Source: an optimization exercise on an open RTL-to-GDS flow (aim: small area and a short achievable clock period). Production flows keep margins and buffers that such runs may drop.
In this exercise RTL edits were held to simulation tests only and were not proved equivalent to the original.

==> flow/design.v (excerpt) <==
module winograd_top(clk, rst_n, in_valid,
    inp10, inp11, inp12, inp13, inp20, inp21, inp22, inp23,
    inp30, inp31, inp32, inp33, inp40, inp41, inp42, inp43,
    ker10, ker11, ker12, ker20, ker21, ker22, ker30, ker31, ker32,
    out_valid, out10, out11, out20, out21);
    input clk, rst_n, in_valid;
    input [7:0] inp10, inp11, inp12, inp13;
    input [7:0] inp20, inp21, inp22, inp23;
    input [7:0] inp30, inp31, inp32, inp33;
    input [7:0] inp40, inp41, inp42, inp43;
    input [7:0] ker10, ker11, ker12;
    input [7:0] ker20, ker21, ker22;
    input [7:0] ker30, ker31, ker32;
    output out_valid;
    output [7:0] out10, out11, out20, out21;
    reg [3:1] vld;
    always @(posedge clk) begin
        if (rst_n == 1'b0)
            vld <= {3{1'b0}};
        else
            vld <= {vld[2:1], in_valid};
    end
    assign out_valid = vld[3];
    winograd core(clk, inp10, inp11, inp12, inp13, inp20, inp21, inp22, inp23,
                  inp30, inp31, inp32, inp33, inp40, inp41, inp42, inp43,
                  ker10, ker11, ker12, ker20, ker21, ker22, ker30, ker31, ker32,
                  out10, out11, out20, out21);
endmodule
For scale: ~2300 cells after synthesis, ~240 I/O pins.
clock: 15.5 ns
lec_check: 0
cap_margin: 20
core_margin: 2
core_utilization: 60
cts_cluster_diameter: 100
cts_cluster_size: 25
slew_margin: 20
synth_hierarchical: 1
standard.sh (not shown) runs the stock make flow with config.mk's settings and CLKGATE_MAP_FILE= SYNTH_SCRIPT=/design/flow/synth_recipe.tcl, a recipe that flattens the netlist after the stock synthesis.
==> flow/flow/run.sh <==
#!/bin/bash
# Own layout flow: the standard flow (standard.sh) with two changes:
#  - the port buffers use a small buffer cell (buf_2) instead of the default choice;
#  - timing repair aims for 11.15 ns of setup slack, i.e. it works on every path
#    longer than 4.35 ns (the clock period stays 15.5 ns).
export BUFFER_PORTS_ARGS="-buffer_cell sky130_fd_sc_hd__buf_2"
export SETUP_SLACK_MARGIN=11.15
bash standard.sh > standard.log 2>&1
The first run produced a clean layout.
Rerun with:
==> flow/flow/run.sh (replaced) <==
#!/bin/bash
# Own layout flow: the standard flow (standard.sh) with two changes:
#  - the port buffers use a small buffer cell (buf_2) instead of the default choice;
#  - timing repair aims for 11.0 ns of setup slack, i.e. it works on every path
#    longer than 4.5 ns (the clock period stays 15.5 ns).
export BUFFER_PORTS_ARGS="-buffer_cell sky130_fd_sc_hd__buf_2"
export SETUP_SLACK_MARGIN=11.0
bash standard.sh > standard.log 2>&1
Settings changed: CORE_UTILIZATION 60 to 40, CTS_CLUSTER_DIAMETER 100 to unset, CTS_CLUSTER_SIZE 25 to unset.
=>
- global-route usage falls by 9.9 points
- via count drops by 0.89%
- core utilization fell by 23 points
- sequential share of layout area drops by 0.64 points
- setup slack gets worse by 0.059 ns
Rerun with:
Settings changed: CORE_UTILIZATION 40 to 70, CTS_CLUSTER_DIAMETER set to 100, CTS_CLUSTER_SIZE set to 25.
Hold slack improved by 0.016 ns; sequential cell count does not change; fmax rises by about 0.54%; routed wire length is lower by 9.1%; via count rises by 1.9%; clock-buffer cell count drops by 38; first-iteration DRC count is higher by about 40%.
Rerun with:
==> flow/flow/run.sh (replaced) <==
#!/bin/bash
# Own layout flow: the standard flow (standard.sh) unchanged, except that
# the port buffers use a small buffer cell (buf_2) instead of the default choice.
export BUFFER_PORTS_ARGS="-buffer_cell sky130_fd_sc_hd__buf_2"
bash standard.sh > standard.log 2>&1
Settings changed: CORE_UTILIZATION 70 to 40, CTS_CLUSTER_DIAMETER 100 to unset, CTS_CLUSTER_SIZE 25 to unset.
Outcome: Die area rises by about 70%. Maximum frequency came out lower by 9.6%. Worst setup slack loses 0.47 ns. Area after synthesis does not change.
Rerun with:
==> flow/flow/run.sh (replaced) <==
#!/bin/bash
# Own layout flow: the standard flow (standard.sh) with two changes:
#  - the port buffers use a small buffer cell (buf_2) instead of the default choice;
#  - timing repair aims for 11.2 ns of setup slack, i.e. it works on every path
#    longer than 4.3 ns (the clock period stays 15.5 ns).
export BUFFER_PORTS_ARGS="-buffer_cell sky130_fd_sc_hd__buf_2"
export SETUP_SLACK_MARGIN=11.2
bash standard.sh > standard.log 2>&1
The changed run finished clean.
Non-clock buffer count rose by 56.
Via count rose by 3.1%.
Sequential cell count stays the same.
Global-route usage barely changes.
Cell count rose by 1.5%.
Die area does not change.
Worst setup slack is better by 0.54 ns.

winograd_top again, from the RTL that the note above started with.
==> flow/config.mk <==
export PLATFORM = sky130hd
export DESIGN_NAME = winograd_top
export DESIGN_NICKNAME = winograd_top
export VERILOG_FILES = /design/flow/design.v
export SDC_FILE = /design/flow/constraint.sdc
export NUM_CORES = 4
export LEC_CHECK = 0
export CAP_MARGIN = 20
export CORE_MARGIN = 2
export CORE_UTILIZATION = 40
export SLEW_MARGIN = 20
export SYNTH_HIERARCHICAL = 1
==> flow/constraint.sdc <==
create_clock -name core_clock -period 15.5 [get_ports {clk}]
set_input_delay 3.1000 -clock core_clock [delete_from_list [all_inputs] [get_ports {clk}]]
set_output_delay 3.1000 -clock core_clock [all_outputs]
set_load 0.01 [all_outputs]
==> flow/flow/run.sh <==
#!/bin/bash
# Own layout flow: the standard flow (standard.sh) with two changes:
#  - the port buffers use a small buffer cell (buf_2) instead of the default choice;
#  - timing repair aims for 10.7 ns of setup slack, i.e. it works on every path
#    longer than 4.8 ns (the clock period stays 15.5 ns).
export BUFFER_PORTS_ARGS="-buffer_cell sky130_fd_sc_hd__buf_2"
export SETUP_SLACK_MARGIN=10.7
bash standard.sh > standard.log 2>&1
The baseline passed the timing, DRC and antenna checks.
Next try:
==> flow/flow/run.sh (replaced) <==
#!/bin/bash
# Own layout flow: the standard flow (standard.sh) with two changes:
#  - the port buffers use a small buffer cell (buf_2) instead of the default choice;
#  - timing repair aims for 11.0 ns of setup slack, i.e. it works on every path
#    longer than 4.5 ns (the clock period stays 15.5 ns).
export BUFFER_PORTS_ARGS="-buffer_cell sky130_fd_sc_hd__buf_2"
export SETUP_SLACK_MARGIN=11.0
bash standard.sh > standard.log 2>&1
Settings changed: CORE_UTILIZATION 40 to 60, CTS_CLUSTER_DIAMETER set to 100, CTS_CLUSTER_SIZE set to 25.
What happened: The changed run finished clean. Cell area came out lower by 2.5%. Setup slack gains 0.25 ns. Register-to-register slack improved by 0.25 ns.
Next try:
Settings changed: CORE_UTILIZATION 60 to 40, CTS_CLUSTER_SIZE 25 to 30.
Outcome:
- wire length went up by a little under a tenth
- non-clock buffer count went up by 8
- via count went down slightly
- count of clock-buffer cells in the layout went up by 3
- core utilization went down by 22 points
- sequential share of layout area went down by 0.56 points
- register-to-register slack stays flat
Next try:
Settings changed: CORE_UTILIZATION 40 to 50.
Outcome: The changed run ran to the end with no violations. Synthesized area is unchanged. Flip-flop and latch count stays the same. Register-to-register slack gains 0.02 ns.

winograd_top again, from the RTL that the note above started with.
clock: 15.5 ns
lec_check: 0
cap_margin: 20
core_margin: 2
core_utilization: 60
cts_cluster_diameter: 100
cts_cluster_size: 25
slew_margin: 20
synth_hierarchical: 1
==> flow/flow/run.sh <==
#!/bin/bash
# Own layout flow: the standard flow (standard.sh) with two changes:
#  - the port buffers use a small buffer cell (buf_1) instead of the default choice;
#  - timing repair aims for 11.0 ns of setup slack, i.e. it works on every path
#    longer than 4.5 ns (the clock period stays 15.5 ns).
export BUFFER_PORTS_ARGS="-buffer_cell sky130_fd_sc_hd__buf_1"
export SETUP_SLACK_MARGIN=11.0
bash standard.sh > standard.log 2>&1
The first run ran to the end with no violations.
Change:
==> flow/flow/run.sh (replaced) <==
#!/bin/bash
# Own layout flow: the standard flow (standard.sh) with two changes:
#  - the port buffers use a small buffer cell (buf_2) instead of the default choice;
#  - timing repair aims for 11.4 ns of setup slack, i.e. it works on every path
#    longer than 4.1 ns (the clock period stays 15.5 ns).
export BUFFER_PORTS_ARGS="-buffer_cell sky130_fd_sc_hd__buf_2"
export SETUP_SLACK_MARGIN=11.4
bash standard.sh > standard.log 2>&1
CORE_UTILIZATION = 40   (was 60)
CTS_CLUSTER_DIAMETER = default   (was 100)
CTS_CLUSTER_SIZE = default   (was 25)
Outcome:
- via count is higher by 1.9%
- global-route usage falls by 9.7 points
- cell area increases by 12%
- first-iteration DRC count decreases by 10%
- fmax stays flat
- core utilization falls by 17 points
- worst setup slack improved by 9.4 ps
- synthesized area does not change
- cell count rose by 13%
Change:
==> flow/flow/run.sh (replaced) <==
#!/bin/bash
# Own layout flow: the standard flow (standard.sh) with two changes:
#  - the port buffers use a small buffer cell (buf_2) instead of the default choice;
#  - timing repair aims for 11.0 ns of setup slack, i.e. it works on every path
#    longer than 4.5 ns (the clock period stays 15.5 ns).
export BUFFER_PORTS_ARGS="-buffer_cell sky130_fd_sc_hd__buf_2"
export SETUP_SLACK_MARGIN=11.0
bash standard.sh > standard.log 2>&1
CORE_UTILIZATION = 60   (was 40)
CTS_CLUSTER_DIAMETER = 100   (was default)
CTS_CLUSTER_SIZE = 25   (was default)
GPL_TIMING_DRIVEN = 1   (was default)
The new run produced a clean layout.
Wire length falls by 5.7%.
Core utilization rises by 18 points.
Hold slack improved by 26 ps.
Sequential cell count does not change.

Another version of the RTL of winograd_top (not shown whole).
Size in the first run: ~2,300 cells after synthesis, ~240 I/O pins, roughly 0.027 mm² of cells after synthesis.
// winograd_top
module winograd_top(clk, rst_n, in_valid,
    inp10, inp11, inp12, inp13, inp20, inp21, inp22, inp23,
    inp30, inp31, inp32, inp33, inp40, inp41, inp42, inp43,
    ker10, ker11, ker12, ker20, ker21, ker22, ker30, ker31, ker32,
    out_valid, out10, out11, out20, out21);
clock: 15.5 ns
lec_check: 0
cap_margin: 20
core_margin: 2
core_utilization: 60
cts_cluster_diameter: 100
cts_cluster_size: 25
gpl_routability_driven: 0
place_density: 0.75
slew_margin: 20
synth_hierarchical: 1
==> flow/flow/run.sh <==
#!/bin/bash
# Own layout flow: the standard flow (standard.sh) with two changes:
#  - the port buffers use a small buffer cell (buf_1) instead of the default choice;
#  - timing repair aims for 11.0 ns of setup slack, i.e. it works on every path
#    longer than 4.5 ns (the clock period stays 15.5 ns).
export BUFFER_PORTS_ARGS="-buffer_cell sky130_fd_sc_hd__buf_1"
export SETUP_SLACK_MARGIN=11.0
bash standard.sh > standard.log 2>&1
The starting point went through all stages and came out clean.
Rerun with:
Settings changed: GPL_ROUTABILITY_DRIVEN 0 to default.
Effect: Flip-flop and latch count stays the same; count of clock-buffer cells in the layout falls by 1; worst hold slack barely changes; routed wire length rises by 0.65%; non-clock buffer count falls by 14.

-- re-timing with driven ports --
In the flow no input, the clock included, has a driving cell. The finished layouts below were timed again as built, in two steps.
Step 1 assumes that a clkbuf_16 drives the clock port and a buf_2 every other input.
Step 2 also shifts input and output timing later by t, the mid clock arrival at the registers, as if the neighbouring blocks saw the same clock.
a / b / c = ideal / step 1 / step 2; a / b = the first two.
| run | shift t [ns] | slack for setup (ns) | worst setup path at the end | cell pins on the clock port's net |
|---|---|---|---|---|
| the first run of note 1 | 0.615 | 11.091 / 11.091 / 10.555 | input to register | 1 |
| the second run of note 1 | 0.641 | 11.032 / 11.032 / 10.488 | input to register | 1 |
| the third run of note 1 | 0.611 | 11.056 / 11.056 / 10.530 | input to register | 1 |
| the fourth run of note 1 | 0.648 | 10.585 / 10.585 / 10.415 | input to register | 1 |
| the fifth run of note 1 | 0.645 | 11.121 / 11.121 / 10.574 | input to register | 1 |
| the first run of note 2 | 0.649 | 10.792 / 10.792 / 10.412 | input to register | 1 |
| the second run of note 2 | 0.618 | 11.041 / 11.041 / 10.514 | input to register | 1 |
| the third run of note 2 | 0.643 | 11.037 / 11.037 / 10.500 | input to register | 1 |
| the fourth run of note 2 | 0.635 | 11.062 / 11.062 / 10.492 | input to register | 1 |
| the first run of note 3 | 0.609 | 11.052 / 11.052 / 10.484 | input to register | 1 |
| the second run of note 3 | 0.651 | 11.061 / 11.061 / 10.546 | input to register | 1 |
| the third run of note 3 | 0.618 | 11.041 / 11.041 / 10.514 | input to register | 1 |
| the first run of note 4 | 0.602 | 11.000 / 11.022 / 10.420 | input to register | 1 |
| the second run of note 4 | 0.601 | 11.005 / 11.044 / 10.444 | input to register | 1 |
After both steps every run listed still meets setup and hold. For the first run of note 4, which loses most, drivers alone change the setup slack by +0.022 ns; drivers and shift together by -0.580 ns.
